This design comes from an exercise in tuning for a short achievable clock period and few clock cycles on the open sky130 flow, not from production work. Power is estimated from default activity; no workload was simulated.

==> 01-16 <==
==> flow/design.v <==
module ks_add #(parameter W = 32)
	(input  [W-1:0] a, b,
	 input          cin,
	 output [W-1:0] s,
	 output         cout);
	localparam L = $clog2(W + 1);	 
	wire [W-1:0] p = a ^ b;
	wire [W:0]   g0 = {a & b, 1'b0} | {{W{1'b0}}, cin};	 
	wire [W:0]   p0 = {p, 1'b0};
	wire [W:0] G [0:L];
	wire [W:0] P [0:L];
	assign G[0] = g0;
	assign P[0] = p0;
	genvar k, i;
	generate
		for (k = 0; k < L; k = k + 1) begin : lv
			for (i = 0; i <= W; i = i + 1) begin : bt
				if (i >= (1 << k)) begin : op
					assign G[k+1][i] = G[k][i] | (P[k][i] & G[k][i - (1 << k)]);
					assign P[k+1][i] = P[k][i] & P[k][i - (1 << k)];
				end else begin : pass
					assign G[k+1][i] = G[k][i];
					assign P[k+1][i] = P[k][i];
				end
			end
		end
	endgenerate
	assign s    = p ^ G[L][W-1:0];
	assign cout = G[L][W];
endmodule
module booth_enc (input  [15:0] B,
		  output [7:0]  neg, one, two);
	wire [16:0] bb = {B, 1'b0};
	genvar i;
	generate
		for (i = 0; i < 8; i = i + 1) begin : g
			wire [2:0] d = bb[2*i +: 3];
			assign neg[i] = d[2];
			assign one[i] = d[1] ^ d[0];
			assign two[i] = (d == 3'b011) | (d == 3'b100);
		end
	endgenerate
endmodule
module mult_harris (input  [15:0] A,
		    input  [7:0]  neg, one, two,
		    output [31:0] S,
		    output [31:0] C);
	wire [31:0] asx = {{16{A[15]}}, A};
	reg  [31:0] pp [0:8];
	reg  [31:0] sel;
	integer i;
	always @(*) begin
		pp[8] = 32'b0;
		for (i = 0; i < 8; i = i + 1) begin
			sel = ({32{one[i]}} & asx) | ({32{two[i]}} & (asx << 1));
			if (neg[i]) sel = ~sel;
			pp[i] = sel << (2*i);
			pp[8][2*i] = neg[i];
		end
	end
	function [63:0] csa;
		input [31:0] x, y, z;
		reg [31:0] s, c;
		begin
			s = x ^ y ^ z;
			c = (x & y) | (x & z) | (y & z);
			csa = {s, c << 1};
		end
	endfunction
	wire [63:0] l1a = csa(pp[0], pp[1], pp[2]);
	wire [63:0] l1b = csa(pp[3], pp[4], pp[5]);
	wire [63:0] l1c = csa(pp[6], pp[7], pp[8]);
	wire [63:0] l2a = csa(l1a[63:32], l1a[31:0], l1b[63:32]);
	wire [63:0] l2b = csa(l1b[31:0], l1c[63:32], l1c[31:0]);
	wire [63:0] l3a = csa(l2a[63:32], l2a[31:0], l2b[63:32]);
	wire [63:0] l4a = csa(l3a[63:32], l3a[31:0], l2b[31:0]);
	assign S = l4a[63:32];
	assign C = l4a[31:0];
endmodule
module MIPS	(input		clk, reset_n,
		 output	[31:0]	imem_addr,
		 input	[31:0]	imem_data,
		 output	[31:0]	dmem_addr, dmem_wdata,
		 output		dmem_we,
		 input	[31:0]	dmem_rdata);
	reg  [31:0]	pc_f;
	reg  [31:0]	ia_f;		 
	reg		v_d;
	reg  [31:0]	ir_d, pcp1_d;
	reg		pred_d;
	reg  [31:0]	a_e, b_e, sd_e, alt_e;
	reg		fs_e;
	reg  [7:0]	bneg_e, bone_e, btwo_e;	 
	reg		wen_e, ld_e, st_e, mul_e, beq_e, bne_e, pred_e;
	reg  [4:0]	wdst_e;
	reg  [1:0]	sel_e;		 
	reg		sub_e;
	reg  [1:0]	lop_e;		 
	reg  [31:0]	res_m, sd_m, ms_m, mc_m;
	reg		wen_m, ld_m, st_m, mul_m;
	reg  [4:0]	wdst_m;
	reg  [31:0]	rf [1:31];
	wire [31:0]	mprod;
	wire		mprod_co;
	ks_add #(32) madd (.a(ms_m), .b(mc_m), .cin(1'b0), .s(mprod), .cout(mprod_co));
	wire [31:0]	wres  = ld_m ? dmem_rdata : (mul_m ? mprod : res_m);
	assign imem_addr  = ia_f;
	assign dmem_addr  = res_m;
	assign dmem_wdata = sd_m;
	assign dmem_we    = st_m;
	always @(posedge clk)
		if (wen_m)
			rf[wdst_m] <= wres;
	wire [5:0]	op    = ir_d[31:26];
	wire [5:0]	funct = ir_d[5:0];
	wire [4:0]	rs    = ir_d[25:21];
	wire [4:0]	rt    = ir_d[20:16];
	wire [4:0]	rd    = ir_d[15:11];
	wire [15:0]	imm   = ir_d[15:0];
	wire		is_r    = (op == 6'h00);
	wire		is_mul  = (op == 6'h3F);
	wire		is_addi = (op == 6'h08);
	wire		is_slti = (op == 6'h0A);
	wire		is_andi = (op == 6'h0C);
	wire		is_ori  = (op == 6'h0D);
	wire		is_xori = (op == 6'h0E);
	wire		is_lw   = (op == 6'h23);
	wire		is_sw   = (op == 6'h2B);
	wire		is_beq  = (op == 6'h04);
	wire		is_bne  = (op == 6'h05);
	wire		is_j    = (op == 6'h02);
	wire		sext    = is_addi | is_slti | is_lw | is_sw;
	wire		use_imm = sext | is_andi | is_ori | is_xori;
	wire		use_rs  = is_r | is_mul | use_imm | is_beq | is_bne;
	wire		use_rtb = is_r | is_mul | is_beq | is_bne;
	wire		wr      = is_r | is_mul | is_addi | is_slti | is_andi | is_ori | is_xori | is_lw;
	wire [4:0]	wdst    = (is_r | is_mul) ? rd : rt;
	wire		wen_d   = v_d & wr & (wdst != 5'd0);
	reg  [1:0]	sel_d, lop_d;
	reg		sub_d;
	always @(*) begin
		sel_d = 2'd0; sub_d = 1'b0; lop_d = 2'd0;
		if (is_r)
			case (funct)
				6'h22: sub_d = 1'b1;
				6'h24: begin sel_d = 2'd2; lop_d = 2'd0; end
				6'h25: begin sel_d = 2'd2; lop_d = 2'd1; end
				6'h27: begin sel_d = 2'd2; lop_d = 2'd2; end
				6'h26: begin sel_d = 2'd2; lop_d = 2'd3; end
				6'h2A: begin sel_d = 2'd1; sub_d = 1'b1; end
				default: ;
			endcase
		else if (is_slti) begin sel_d = 2'd1; sub_d = 1'b1; end
		else if (is_andi) begin sel_d = 2'd2; lop_d = 2'd0; end
		else if (is_ori)  begin sel_d = 2'd2; lop_d = 2'd1; end
		else if (is_xori) begin sel_d = 2'd2; lop_d = 2'd3; end
	end
	wire		fm_s = wen_m & (wdst_m == rs);
	wire		fm_t = wen_m & (wdst_m == rt);
	wire [31:0]	rs_val = (rs == 5'd0) ? 32'b0 : (fm_s ? wres : rf[rs]);
	wire [31:0]	rt_val = (rt == 5'd0) ? 32'b0 : (fm_t ? wres : rf[rt]);
	wire [31:0]	immx   = {(sext & imm[15]) ? 16'hFFFF : 16'h0000, imm};
	wire		fe_s = wen_e & (wdst_e == rs);
	wire		fe_t = wen_e & (wdst_e == rt);
	wire [15:0]	bm_d = fe_t ? res_e[15:0] : rt_val[15:0];
	wire [7:0]	bneg_d, bone_d, btwo_d;
	booth_enc benc (.B(bm_d), .neg(bneg_d), .one(bone_d), .two(btwo_d));
	wire [31:0]	btgt_d;
	wire		btgt_co;
	ks_add #(32) dadd (.a(pcp1_d), .b({{16{imm[15]}}, imm}), .cin(1'b0), .s(btgt_d), .cout(btgt_co));
	wire [31:0]	alt_d = pred_d ? pcp1_d : btgt_d;
	wire		stall = v_d & (ld_e | mul_e) & ((use_rs & fe_s) | (use_rtb & fe_t));
	wire [31:0]	pcp1_f;
	wire		pcp1_co;
	ks_add #(32) inc (.a(pc_f), .b(32'b0), .cin(1'b1), .s(pcp1_f), .cout(pcp1_co));
	wire [5:0]	op_f   = imem_data[31:26];
	wire		j_f    = (op_f == 6'h02);
	wire		beq_f  = (op_f == 6'h04);
	wire		bne_f  = (op_f == 6'h05);
	wire		same_f = (imem_data[25:21] == imem_data[20:16]);
	wire		pred_f = j_f | (beq_f & (same_f | imem_data[15])) | (bne_f & ~same_f);
	wire [15:0]	imm_f = imem_data[15:0];
	wire [15:0]	lo_f;
	wire		lo_co;
	ks_add #(16) tadd (.a(pc_f[15:0]), .b(imm_f), .cin(1'b1), .s(lo_f), .cout(lo_co));
	wire [15:0]	hi0_f = pc_f[31:16];
	wire [15:0]	hip_f, him_f;
	wire		hip_co, him_co;
	ks_add #(16) hinc (.a(pc_f[31:16]), .b(16'h0000), .cin(1'b1), .s(hip_f), .cout(hip_co));
	ks_add #(16) hdec (.a(pc_f[31:16]), .b(16'hFFFF), .cin(1'b0), .s(him_f), .cout(him_co));
	wire [15:0]	hi_f  = (lo_co ^ imm_f[15]) ? (lo_co ? hip_f : him_f) : hi0_f;
	wire [31:0]	btgt_f = {hi_f, lo_f};
	wire [31:0]	tgt_f  = j_f ? {pcp1_f[31:26], imem_data[25:0]} : btgt_f;
	wire [31:0]	A = a_e;
	wire [31:0]	B = b_e;
	wire [31:0]	Bx = sub_e ? ~B : B;
	wire [32:0]	sum;
	ks_add #(32) aadd (.a(A), .b(Bx), .cin(sub_e), .s(sum[31:0]), .cout(sum[32]));
	wire		slt = sum[31] ^ ~sum[32];
	reg  [31:0]	logic_r;
	always @(*)
		case (lop_e)
			2'd0: logic_r = A & B;
			2'd1: logic_r = A | B;
			2'd2: logic_r = ~(A | B);
			default: logic_r = A ^ B;
		endcase
	wire [31:0]	res_e = (sel_e == 2'd2) ? logic_r :
				(sel_e == 2'd1) ? {31'b0, slt} : sum[31:0];
	wire		eq    = (A == B);
	wire		taken = (beq_e & eq) | (bne_e & ~eq);
	wire		mispredict = (beq_e | bne_e) & (taken ^ pred_e);
	wire [31:0]	ms_e, mc_e;
	mult_harris mult (.A(A[15:0]), .neg(bneg_e), .one(bone_e), .two(btwo_e), .S(ms_e), .C(mc_e));
	wire		take_tgt = pred_f & ~mispredict & ~stall;
	wire [31:0]	pc_other = mispredict ? alt_e : (stall ? pc_f : pcp1_f);
	wire [31:0]	pc_next  = take_tgt ? tgt_f : pc_other;
	wire		take_tgt_r = take_tgt & reset_n;
	wire [31:0]	pc_other_r = reset_n ? pc_other : 32'b0;
	always @(posedge clk)
		ia_f <= take_tgt_r ? tgt_f : pc_other_r;
	always @(posedge clk, negedge reset_n)
		if (!reset_n) begin
			pc_f   <= 32'b0;
			v_d    <= 1'b0;
			wen_e  <= 1'b0; ld_e <= 1'b0; st_e <= 1'b0; mul_e <= 1'b0;
			beq_e  <= 1'b0; bne_e <= 1'b0;
			wen_m  <= 1'b0; ld_m <= 1'b0; st_m <= 1'b0; mul_m <= 1'b0;
		end else begin
			pc_f <= pc_next;
			if (mispredict)
				v_d <= 1'b0;
			else if (!stall)
				v_d <= 1'b1;
			if (mispredict | stall | ~v_d) begin
				wen_e <= 1'b0; ld_e <= 1'b0; st_e <= 1'b0; mul_e <= 1'b0;
				beq_e <= 1'b0; bne_e <= 1'b0;
			end else begin
				wen_e <= wen_d; ld_e <= is_lw; st_e <= is_sw; mul_e <= is_mul;
				beq_e <= is_beq; bne_e <= is_bne;
			end
			wen_m <= wen_e; ld_m <= ld_e; st_m <= st_e; mul_m <= mul_e;
		end
	always @(posedge clk) begin
		if (!stall) begin
			ir_d   <= imem_data;
			pcp1_d <= pcp1_f;
			pred_d <= pred_f;
		end
		a_e    <= fe_s ? res_e : rs_val;
		b_e    <= (fe_t & ~use_imm) ? res_e : (use_imm ? immx : rt_val);
		sd_e   <= rt_val;
		fs_e   <= fe_t;
		bneg_e <= bneg_d;
		bone_e <= bone_d;
		btwo_e <= btwo_d;
		wdst_e <= wdst;
		sel_e  <= sel_d;
		sub_e  <= sub_d;
		lop_e  <= lop_d;
		pred_e <= pred_d;
		alt_e  <= alt_d;
		res_m  <= res_e;
		sd_m   <= fs_e ? wres : sd_e;
		ms_m   <= ms_e;
		mc_m   <= mc_e;
		wdst_m <= wdst_e;
	end
endmodule
==> flow/flow/run.sh <==
#!/bin/bash
# Layout of the design: the standard flow (standard.sh) with different
# effort settings; the constraints (clock period, I/O delays, loads) are
# the standard flow's, unchanged.
#  - ports are buffered with buf_4 instead of the weakest buffer.
set -euo pipefail
bash standard.sh \
  SETUP_SLACK_MARGIN=8.3 \
  SETUP_MOVE_SEQUENCE=unbuffer,sizeup,swap,split \
  "BUFFER_PORTS_ARGS=-buffer_cell sky130_fd_sc_hd__buf_4" \
  finish > standard_flow.log 2>&1
==> flow/standard.sh <==
#!/bin/bash
# synth_recipe.tcl (not shown) runs the flow's synth.tcl, then flattens the netlist and writes it again
# the make line also repeats each setting of config.mk as NAME=value (left out here)
make -C /OpenROAD-flow-scripts/flow DESIGN_CONFIG=/design/flow/config.mk WORK_HOME=/design/flow/orfs CLKGATE_MAP_FILE= SYNTH_SCRIPT=/design/flow/synth_recipe.tcl "${@:-finish}"
==> flow/config.mk <==
export PLATFORM = sky130hd
export DESIGN_NAME = MIPS
export DESIGN_NICKNAME = MIPS
export VERILOG_FILES = /design/flow/design.v
export SDC_FILE = /design/flow/constraint.sdc
export NUM_CORES = 4
export LEC_CHECK = 0
export ABC_CLOCK_PERIOD_IN_PS = 1000
export CAP_MARGIN = 20
export CORE_MARGIN = 2
export CORE_UTILIZATION = 50
export SLEW_MARGIN = 20
export TNS_END_PERCENT = 100
==> flow/constraint.sdc <==
create_clock -name core_clock -period 11.5 [get_ports {clk}]
set_input_delay 2.3000 -clock core_clock [delete_from_list [all_inputs] [get_ports {clk}]]
set_output_delay 2.3000 -clock core_clock [all_outputs]
set_load 0.01 [all_outputs]
==> 09-11: changes against 01-16 <==
--- a/flow/design.v
+++ b/flow/design.v
@@ -4,5 +4,5 @@
 	 output [W-1:0] s,
 	 output         cout);
-	localparam L = $clog2(W + 1);	 
+	localparam L = (W >= 64) ? 7 : (W >= 32) ? 6 : (W >= 16) ? 5 : (W >= 8) ? 4 : (W >= 4) ? 3 : 2;	 
 	wire [W-1:0] p = a ^ b;
 	wire [W:0]   g0 = {a & b, 1'b0} | {{W{1'b0}}, cin};	 
@@ -78,4 +78,29 @@
 	assign C = l4a[31:0];
 endmodule
+module next_pc	(input	[31:0]	word,		 
+		 input	[31:0]	pcp1,		 
+		 input	[23:0]	up, dn,		 
+		 input		hold,		 
+		 input	[31:0]	pc_rest,
+		 input		reset_n,
+		 output		short_br,	 
+		 output	[31:0]	pc_next, ia_next);
+	wire [5:0]  op   = word[31:26];
+	wire        same = (word[25:21] == word[20:16]);
+	wire [15:0] imm  = word[15:0];
+	wire        is_j = (op == 6'h02);
+	wire        pred = ((op == 6'h04) & (same | imm[15])) | ((op == 6'h05) & ~same);
+	wire        short = (imm[15:7] == {9{imm[7]}});
+	assign short_br = pred & short;
+	wire [7:0]  lo;
+	wire        lo_co;
+	ks_add #(8) badd (.a(pcp1[7:0]), .b(imm[7:0]), .cin(1'b0), .s(lo), .cout(lo_co));
+	wire [23:0] hi = (lo_co == imm[7]) ? pcp1[31:8] : (lo_co ? up : dn);
+	wire [31:0] btgt = {hi, lo};
+	wire        take = (is_j | short_br) & ~hold;
+	wire [31:0] tgt  = is_j ? {pcp1[31:26], word[25:0]} : btgt;
+	assign pc_next = take ? tgt : pc_rest;
+	assign ia_next = (take & reset_n) ? tgt : (reset_n ? pc_rest : 32'b0);
+endmodule
 module MIPS	(input		clk, reset_n,
 		 output	[31:0]	imem_addr,
@@ -88,5 +113,4 @@
 	reg		v_d;
 	reg  [31:0]	ir_d, pcp1_d;
-	reg		pred_d;
 	reg  [31:0]	a_e, b_e, sd_e, alt_e;
 	reg		fs_e;
@@ -163,33 +187,22 @@
 	wire		fe_s = wen_e & (wdst_e == rs);
 	wire		fe_t = wen_e & (wdst_e == rt);
-	wire [15:0]	bm_d = fe_t ? res_e[15:0] : rt_val[15:0];
 	wire [7:0]	bneg_d, bone_d, btwo_d;
-	booth_enc benc (.B(bm_d), .neg(bneg_d), .one(bone_d), .two(btwo_d));
+	booth_enc benc (.B(rt_val[15:0]), .neg(bneg_d), .one(bone_d), .two(btwo_d));
+	wire		stall = v_d & (((ld_e | mul_e) & ((use_rs & fe_s) | (use_rtb & fe_t))) | (is_mul & fe_t));
+	wire [31:0]	pcp1_f;
+	wire		pcp1_co;
+	ks_add #(32) inc (.a(pc_f), .b(32'b0), .cin(1'b1), .s(pcp1_f), .cout(pcp1_co));
+	wire [23:0]	up_f, dn_f;
+	wire		up_co, dn_co;
+	ks_add #(24) hinc (.a(pcp1_f[31:8]), .b(24'h000000), .cin(1'b1), .s(up_f), .cout(up_co));
+	ks_add #(24) hdec (.a(pcp1_f[31:8]), .b(24'hFFFFFF), .cin(1'b0), .s(dn_f), .cout(dn_co));
+	wire		same   = (rs == rt);
+	wire		pred_s = (is_beq & (same | imm[15])) | (is_bne & ~same);
+	wire		short_d = (imm[15:7] == {9{imm[7]}});
 	wire [31:0]	btgt_d;
 	wire		btgt_co;
 	ks_add #(32) dadd (.a(pcp1_d), .b({{16{imm[15]}}, imm}), .cin(1'b0), .s(btgt_d), .cout(btgt_co));
-	wire [31:0]	alt_d = pred_d ? pcp1_d : btgt_d;
-	wire		stall = v_d & (ld_e | mul_e) & ((use_rs & fe_s) | (use_rtb & fe_t));
-	wire [31:0]	pcp1_f;
-	wire		pcp1_co;
-	ks_add #(32) inc (.a(pc_f), .b(32'b0), .cin(1'b1), .s(pcp1_f), .cout(pcp1_co));
-	wire [5:0]	op_f   = imem_data[31:26];
-	wire		j_f    = (op_f == 6'h02);
-	wire		beq_f  = (op_f == 6'h04);
-	wire		bne_f  = (op_f == 6'h05);
-	wire		same_f = (imem_data[25:21] == imem_data[20:16]);
-	wire		pred_f = j_f | (beq_f & (same_f | imem_data[15])) | (bne_f & ~same_f);
-	wire [15:0]	imm_f = imem_data[15:0];
-	wire [15:0]	lo_f;
-	wire		lo_co;
-	ks_add #(16) tadd (.a(pc_f[15:0]), .b(imm_f), .cin(1'b1), .s(lo_f), .cout(lo_co));
-	wire [15:0]	hi0_f = pc_f[31:16];
-	wire [15:0]	hip_f, him_f;
-	wire		hip_co, him_co;
-	ks_add #(16) hinc (.a(pc_f[31:16]), .b(16'h0000), .cin(1'b1), .s(hip_f), .cout(hip_co));
-	ks_add #(16) hdec (.a(pc_f[31:16]), .b(16'hFFFF), .cin(1'b0), .s(him_f), .cout(him_co));
-	wire [15:0]	hi_f  = (lo_co ^ imm_f[15]) ? (lo_co ? hip_f : him_f) : hi0_f;
-	wire [31:0]	btgt_f = {hi_f, lo_f};
-	wire [31:0]	tgt_f  = j_f ? {pcp1_f[31:26], imem_data[25:0]} : btgt_f;
+	wire		redirect_d = v_d & ~stall & pred_s & ~short_d;
+	wire [31:0]	alt_d  = pred_s ? pcp1_d : btgt_d;
 	wire [31:0]	A = a_e;
 	wire [31:0]	B = b_e;
@@ -213,11 +226,12 @@
 	wire [31:0]	ms_e, mc_e;
 	mult_harris mult (.A(A[15:0]), .neg(bneg_e), .one(bone_e), .two(btwo_e), .S(ms_e), .C(mc_e));
-	wire		take_tgt = pred_f & ~mispredict & ~stall;
-	wire [31:0]	pc_other = mispredict ? alt_e : (stall ? pc_f : pcp1_f);
-	wire [31:0]	pc_next  = take_tgt ? tgt_f : pc_other;
-	wire		take_tgt_r = take_tgt & reset_n;
-	wire [31:0]	pc_other_r = reset_n ? pc_other : 32'b0;
+	wire [31:0]	pc_rest = mispredict ? alt_e : (redirect_d ? btgt_d : (stall ? pc_f : pcp1_f));
+	wire		short_br;
+	wire [31:0]	pc_next, ia_next;
+	next_pc npc (.word(imem_data), .pcp1(pcp1_f), .up(up_f), .dn(dn_f),
+		     .hold(mispredict | redirect_d | stall), .pc_rest(pc_rest), .reset_n(reset_n),
+		     .short_br(short_br), .pc_next(pc_next), .ia_next(ia_next));
 	always @(posedge clk)
-		ia_f <= take_tgt_r ? tgt_f : pc_other_r;
+		ia_f <= ia_next;
 	always @(posedge clk, negedge reset_n)
 		if (!reset_n) begin
@@ -229,5 +243,5 @@
 		end else begin
 			pc_f <= pc_next;
-			if (mispredict)
+			if (mispredict | redirect_d)
 				v_d <= 1'b0;
 			else if (!stall)
@@ -246,5 +260,4 @@
 			ir_d   <= imem_data;
 			pcp1_d <= pcp1_f;
-			pred_d <= pred_f;
 		end
 		a_e    <= fe_s ? res_e : rs_val;
@@ -259,5 +272,5 @@
 		sub_e  <= sub_d;
 		lop_e  <= lop_d;
-		pred_e <= pred_d;
+		pred_e <= pred_s;
 		alt_e  <= alt_d;
 		res_m  <= res_e;
--- a/flow/config.mk
+++ b/flow/config.mk
@@ -6,8 +6,10 @@
 export NUM_CORES = 4
 export LEC_CHECK = 0
-export ABC_CLOCK_PERIOD_IN_PS = 1000
+export ABC_CLOCK_PERIOD_IN_PS = 3000
 export CAP_MARGIN = 20
 export CORE_MARGIN = 2
 export CORE_UTILIZATION = 50
 export SLEW_MARGIN = 20
+export SYNTH_HIERARCHICAL = 1
+export SYNTH_MINIMUM_KEEP_SIZE = 0
 export TNS_END_PERCENT = 100
==> notes.md <==
|  | 01-16 | 09-11 |
|---|---|---|
| Result of the run | complete, no violations | complete, no violations |
| Overall routing resource usage | 0.338 | 0.369 |
| Number of filler instances in the final layout | 11700 | 12300 |
| Number of logic inverters in the finished layout | 276 | 346 |
| Sum of net half-perimeters after detailed placement | 151000 um | 177000 um |
| Area used by multi-input combinational logic | 38200 um2 | 46000 um2 |
| Floorplan die area | 157000 um2 | 170000 um2 |
| Sum of routed wire segments on met1 | 105000 um | 123000 um |
| Cell Pwr Density | 231 nW/um2 | 293 nW/um2 |
| Final instance count without filler cells | 7987 | 9153 |
| Well-tap cell count | 2044 | 2189 |
| DR iter-0 viols | 6905 | 9504 |
| Overall die width | 397 um | 412 um |
| Number of instances resized during post-cts repair | 718 | 1003 |
| Net count, final | 6227 | 7290 |
| Via count of the first global-routing pass | 52500 | 59600 |
| Layout buffer count excluding clock buffers | 421 | 533 |
| Share of the core filled with cells in the final layout | 0.601 | 0.622 |
| Internal power consumption | 13400 uW | 17100 uW |
Function was not checked in any run of this note: the RTL went through the layout flow alone.

## re-timing with driven ports
No port has a modelled driver above. Below, the same layouts with a new extraction and two added sets of constraints.
Step 1, drivers: a clkbuf_16 drives clk and a buf_2 each remaining input, both assumed.
Step 2 adds t to the input delays and takes it off the output delays; t is the mean of the earliest and latest rising clock arrival at the registers after step 1. Input paths then give back, and output paths get back, about the clock's delay inside the block.
a / b / c = ideal ports / drivers / drivers and shift; a / b = the first two.
run | shift t [ns] | setup WS [ns] | hold WS [ns]
01-16 | 0.891 | 7.300 / 7.311 / 6.420 | 0.344 / 0.344 / 0.344
09-11 | 0.913 | 6.570 / 6.570 / 6.570 | 0.350 / 0.350 / 0.350
After both steps setup and hold are still met in every run listed. The setup slack of 01-16, which loses most, moves by +0.011 ns with the drivers and by -0.880 ns with both steps.
